This is an optimization exercise on Yosys and OpenROAD, whose aim is small area and a short achievable clock period, not a production implementation.

==> inputs of v13 <==
Design MatMul4x4_FP16, start of the top module:
module MatMul4x4_FP16 (
    input clk,
    input rst,
    input [255:0] A,
    input [255:0] B,
    output [511:0] C
);
    localparam [31:0] KMASK = 32'b11111111111111111111111100000000;
    reg  [31:0] Sr [0:3][0:3];
    reg  [31:0] Kr [0:3][0:3];
    reg         Kc [0:3][0:3];
    wire        Kcn [0:3][0:3];
    wire [31:0] Sn [0:3][0:3];
    wire [31:0] Kn [0:3][0:3];
    genvar gi, gj;
    generate
        for (gi = 0; gi < 4; gi = gi + 1) begin : g_row
            for (gj = 0; gj < 4; gj = gj + 1) begin : g_col
                wire [7:0] one, two, neg;
                booth_enc u_enc (.b(B[(12+gj)*16 +: 16]), .one(one), .two(two), .neg(neg));
                mac u_mac (.a(A[(gi*4+3)*16 +: 16]), .one(one), .two(two), .neg(neg),
                           .accs(Sr[gi][gj]), .acck(Kr[gi][gj] & KMASK), .kc(Kc[gi][gj]),
                           .sn(Sn[gi][gj]), .kn(Kn[gi][gj]), .kcn(Kcn[gi][gj]));
                always @(posedge clk or posedge rst) begin
                    if (rst) begin
                        Sr[gi][gj] <= 32'd0;
                        Kr[gi][gj] <= 32'd0;
                        Kc[gi][gj] <= 1'b0;
                    end else begin
                        Sr[gi][gj] <= Sn[gi][gj];
                        Kr[gi][gj] <= Kn[gi][gj] & KMASK;
                        Kc[gi][gj] <= Kcn[gi][gj];
                    end
                end
                wire [31:0] kk = Kr[gi][gj] & KMASK;
                assign C[(gi*4+gj)*32 +: 8] = Sr[gi][gj][7:0];
                outadd u_out (.x(Sr[gi][gj][31:8]), .y(kk[31:8]), .ci(Kc[gi][gj]),
                              .s(C[(gi*4+gj)*32+8 +: 24]));
            end
        end
    endgenerate
endmodule
export LEC_CHECK = 0
export CAP_MARGIN = 20
export CORE_MARGIN = 2
export CORE_UTILIZATION = 50
export SETUP_SLACK_MARGIN = 2.5
export SLEW_MARGIN = 20
export SYNTH_HIERARCHICAL = 1
export SYNTH_MINIMUM_KEEP_SIZE = 0
create_clock -name core_clock -period 8.0 [get_ports {clk}]
standard.sh (not shown) runs the stock make flow with config.mk's settings and CLKGATE_MAP_FILE= SYNTH_SCRIPT=/design/flow/synth_recipe.tcl, a recipe that flattens the netlist after the stock synthesis.
==> flow/flow/run.sh <==
#!/bin/bash
# Own layout flow: the standard ORFS flow (standard.sh), with the port
# buffers that buffer_ports inserts made plain sky130 buffers (buf_1, which
# repair_design/repair_timing may then upsize) instead of the default
# clkdlybuf4s50_1 delay cells. Everything else is the standard flow.
set -euo pipefail
cd "$(dirname "$0")/.."
export BUFFER_PORTS_ARGS="-buffer_cell sky130_fd_sc_hd__buf_1"
if [[ -f flow/extra.env ]]; then
  set -a; source flow/extra.env; set +a
fi
bash standard.sh finish > flow_standard.log 2>&1
==> inputs of v9, as changes to v13 <==
--- a/flow/design.v
+++ b/flow/design.v
@@ -779,25 +779,18 @@
   fa u_s463 (.a(c344), .b(s400), .ci(c399), .s(s463), .co(c464));
   fa u_s465 (.a(s402), .b(pp136), .ci(c401), .s(s465), .co(c466));
   assign s467 = accs[31] ^ s404 ^ c403;
   wire [31:0] x = {c466, c464, c462, c460, c458, c456, c454, c452, c450, c448, c446, c444, c442, c440, c438, c436, c434, c432, c430, c428, c426, c424, c422, c420, c418, c416, c414, c412, c410, c408, c406, s405};
   wire [31:0] y = {s467, s465, s463, s461, s459, s457, s455, s453, s451, s449, s447, s445, s443, s441, s439, s437, s435, s433, s431, s429, s427, s425, s423, s421, s419, s417, s415, s413, s411, s409, s407, pp1};
   wire [7:0] lx = x[7:0];
   wire [7:0] ly = y[7:0];
   wire [7:0] ls;
-  wire [7:0] lp, lg;
-  pg u_lpg0 (.x(lx[0]), .y(ly[0]), .p(lp[0]), .g(lg[0]));
-  pg u_lpg1 (.x(lx[1]), .y(ly[1]), .p(lp[1]), .g(lg[1]));
-  pg u_lpg2 (.x(lx[2]), .y(ly[2]), .p(lp[2]), .g(lg[2]));
-  pg u_lpg3 (.x(lx[3]), .y(ly[3]), .p(lp[3]), .g(lg[3]));
-  pg u_lpg4 (.x(lx[4]), .y(ly[4]), .p(lp[4]), .g(lg[4]));
-  pg u_lpg5 (.x(lx[5]), .y(ly[5]), .p(lp[5]), .g(lg[5]));
-  pg u_lpg6 (.x(lx[6]), .y(ly[6]), .p(lp[6]), .g(lg[6]));
-  pg u_lpg7 (.x(lx[7]), .y(ly[7]), .p(lp[7]), .g(lg[7]));
+  wire [7:0] lp = lx ^ ly;
+  wire [7:0] lg = lx & ly;
   wire lG1 = lg[1] | (lp[1] & lg[0]);
   wire lG2 = lg[3] | (lp[3] & lg[2]);
   wire lP2 = lp[3] & lp[2];
   wire lG3 = lg[5] | (lp[5] & lg[4]);
   wire lP3 = lp[5] & lp[4];
   wire lG4 = lg[7] | (lp[7] & lg[6]);
   wire lP4 = lp[7] & lp[6];
   wire lG5 = lg[2] | (lp[2] & lG1);
@@ -829,20 +822,16 @@
 module ha (input a, input b, output s, output co);
   assign s = a ^ b;
   assign co = a & b;
 endmodule
 module ha1 (input a, input b, output s, output co);
   assign s = ~(a ^ b);
   assign co = a | b;
 endmodule
-module pg (input x, input y, output p, output g);
-  assign p = x ^ y;
-  assign g = x & y;
-endmodule
 module bsel (input one, input two, input neg, input a0, input a1, output p);
   assign p = ((one & a0) | (two & a1)) ^ neg;
 endmodule
 module bseln (input one, input two, input neg, input a0, input a1, output pn);
   assign pn = ~(((one & a0) | (two & a1)) ^ neg);
 endmodule
 module booth_enc (
   input  [15:0] b,
@@ -855,41 +844,18 @@
     wire b1 = bb[2*k+1];
     wire b2 = bb[2*k+2];
     assign one[k] = b1 ^ b0;
     assign two[k] = (b2 & ~b1 & ~b0) | (~b2 & b1 & b0);
     assign neg[k] = b2 & ~(b1 & b0);
   end endgenerate
 endmodule
 module outadd (input [23:0] x, input [23:0] y, input ci, output [23:0] s);
-  wire [23:0] p, g;
-  pg u_pg0 (.x(x[0]), .y(y[0]), .p(p[0]), .g(g[0]));
-  pg u_pg1 (.x(x[1]), .y(y[1]), .p(p[1]), .g(g[1]));
-  pg u_pg2 (.x(x[2]), .y(y[2]), .p(p[2]), .g(g[2]));
-  pg u_pg3 (.x(x[3]), .y(y[3]), .p(p[3]), .g(g[3]));
-  pg u_pg4 (.x(x[4]), .y(y[4]), .p(p[4]), .g(g[4]));
-  pg u_pg5 (.x(x[5]), .y(y[5]), .p(p[5]), .g(g[5]));
-  pg u_pg6 (.x(x[6]), .y(y[6]), .p(p[6]), .g(g[6]));
-  pg u_pg7 (.x(x[7]), .y(y[7]), .p(p[7]), .g(g[7]));
-  pg u_pg8 (.x(x[8]), .y(y[8]), .p(p[8]), .g(g[8]));
-  pg u_pg9 (.x(x[9]), .y(y[9]), .p(p[9]), .g(g[9]));
-  pg u_pg10 (.x(x[10]), .y(y[10]), .p(p[10]), .g(g[10]));
-  pg u_pg11 (.x(x[11]), .y(y[11]), .p(p[11]), .g(g[11]));
-  pg u_pg12 (.x(x[12]), .y(y[12]), .p(p[12]), .g(g[12]));
-  pg u_pg13 (.x(x[13]), .y(y[13]), .p(p[13]), .g(g[13]));
-  pg u_pg14 (.x(x[14]), .y(y[14]), .p(p[14]), .g(g[14]));
-  pg u_pg15 (.x(x[15]), .y(y[15]), .p(p[15]), .g(g[15]));
-  pg u_pg16 (.x(x[16]), .y(y[16]), .p(p[16]), .g(g[16]));
-  pg u_pg17 (.x(x[17]), .y(y[17]), .p(p[17]), .g(g[17]));
-  pg u_pg18 (.x(x[18]), .y(y[18]), .p(p[18]), .g(g[18]));
-  pg u_pg19 (.x(x[19]), .y(y[19]), .p(p[19]), .g(g[19]));
-  pg u_pg20 (.x(x[20]), .y(y[20]), .p(p[20]), .g(g[20]));
-  pg u_pg21 (.x(x[21]), .y(y[21]), .p(p[21]), .g(g[21]));
-  pg u_pg22 (.x(x[22]), .y(y[22]), .p(p[22]), .g(g[22]));
-  pg u_pg23 (.x(x[23]), .y(y[23]), .p(p[23]), .g(g[23]));
+  wire [23:0] p = x ^ y;
+  wire [23:0] g = x & y;
   wire g0c = g[0] | (p[0] & ci);
   wire G1 = g[1] | (p[1] & g0c);
   wire G2 = g[3] | (p[3] & g[2]);
   wire P2 = p[3] & p[2];
   wire G3 = g[5] | (p[5] & g[4]);
   wire P3 = p[5] & p[4];
   wire G4 = g[7] | (p[7] & g[6]);
   wire P4 = p[7] & p[6];
@@ -995,29 +961,33 @@
 module MatMul4x4_FP16 (
     input clk,
     input rst,
     input [255:0] A,
     input [255:0] B,
     output [511:0] C
 );
     localparam [31:0] KMASK = 32'b11111111111111111111111100000000;
+    wire [7:0] one [0:3];
+    wire [7:0] two [0:3];
+    wire [7:0] neg [0:3];
     reg  [31:0] Sr [0:3][0:3];
     reg  [31:0] Kr [0:3][0:3];
     reg         Kc [0:3][0:3];
     wire        Kcn [0:3][0:3];
     wire [31:0] Sn [0:3][0:3];
     wire [31:0] Kn [0:3][0:3];
     genvar gi, gj;
     generate
+        for (gj = 0; gj < 4; gj = gj + 1) begin : g_enc
+            booth_enc u_enc (.b(B[(12+gj)*16 +: 16]), .one(one[gj]), .two(two[gj]), .neg(neg[gj]));
+        end
         for (gi = 0; gi < 4; gi = gi + 1) begin : g_row
             for (gj = 0; gj < 4; gj = gj + 1) begin : g_col
-                wire [7:0] one, two, neg;
-                booth_enc u_enc (.b(B[(12+gj)*16 +: 16]), .one(one), .two(two), .neg(neg));
-                mac u_mac (.a(A[(gi*4+3)*16 +: 16]), .one(one), .two(two), .neg(neg),
+                mac u_mac (.a(A[(gi*4+3)*16 +: 16]), .one(one[gj]), .two(two[gj]), .neg(neg[gj]),
                            .accs(Sr[gi][gj]), .acck(Kr[gi][gj] & KMASK), .kc(Kc[gi][gj]),
                            .sn(Sn[gi][gj]), .kn(Kn[gi][gj]), .kcn(Kcn[gi][gj]));
                 always @(posedge clk or posedge rst) begin
                     if (rst) begin
                         Sr[gi][gj] <= 32'd0;
                         Kr[gi][gj] <= 32'd0;
                         Kc[gi][gj] <= 1'b0;
                     end else begin
==> summary.txt <==
Against v9, the design area of v13 is higher by 1.1%.
Area after synthesis: v9 is lower than v13 (about 1.8%).
Between v13 and v9, the lower clock-buffer cell count is in v13 (gap 2).
Between v9 and v13, the lower non-clock buffer count is in v9 (gap 50).
Via count: v9 is smaller than v13 (2.0%).
Between v13 and v9, the lower maximum frequency is in v9 (gap about 0.7%, measured against v9).
Flip-flop and latch count is the same in v13 and v9.
Against v13, the setup slack of v9 is lower by 39 ps.
Against v9, the die area of v13 is larger by 1.9%.
Between v9 and v13, the lower routed wire length is in v13 (gap about 2.4%, measured against v13).
==> figures <==
	v13	v9
Run status	finished clean	finished clean
Worst setup margin	2467 ps	2428 ps
CORE AREA	287700 um2	282000 um2
Met1 capacity usage during global routing	0.4230	0.4463
Die width	541.3 um	536.3 um
Smallest hold slack	472.3 ps	484.0 ps
Min-Delay Startpoint	Sr[0][31]$_DFF_PP0_	Sr[11][31]$_DFF_PP0_
Total met3 wirelength after detailed routing	49710 um	53350 um
Buf/Inv on CP	2	4
Maximum single-stage delay on the critical path	380 ps	560 ps
Multi-input comb cells	10080	9346
Area of the multi-input gates	110700 um2	107800 um2
Die footprint	293000 um2	287700 um2
Routability Congestion	0.9357	0.9290
Clock buffer count in the final layout	192	194
Via/cell ratio	6.180	6.255
Worst reg-to-reg setup slack	4870 ps	4810 ps
Num rows	197	195
Post-detail-place hpwl	336700 um	329200 um
Average wire per cell in the routed design	28.06 um	29.70 um
Function was not checked in any run of this note: the RTL went through the layout flow alone.

[static timing again, ports no longer ideal]
In the flow no input, the clock included, has a driving cell. The finished layouts below were timed again as built, in two steps.
Step 1: set_driving_cell puts a clkbuf_16 on clk and a buf_2 on each other input, an assumption about the parent block.
Step 2, shift: input delay + t, output delay - t, t = (earliest + latest rising clock arrival at the registers) / 2. This alone moves slack from input paths to output paths.
a / b / c = ideal / step 1 / step 2; a / b = the first two.
| run | t, ns | setup WS [ns] | worst slew at a driven data input, ns |
|---|---|---|---|
| v13 | 0.960 | 2.467 / 2.355 / 1.707 | 0.15 |
| v9 | 0.953 | 2.428 / 2.315 / 1.705 | 0.20 |
After both steps every run listed still meets setup and hold. For v13, which loses most, drivers alone change the setup slack by -0.112 ns; drivers and shift together by -0.760 ns.
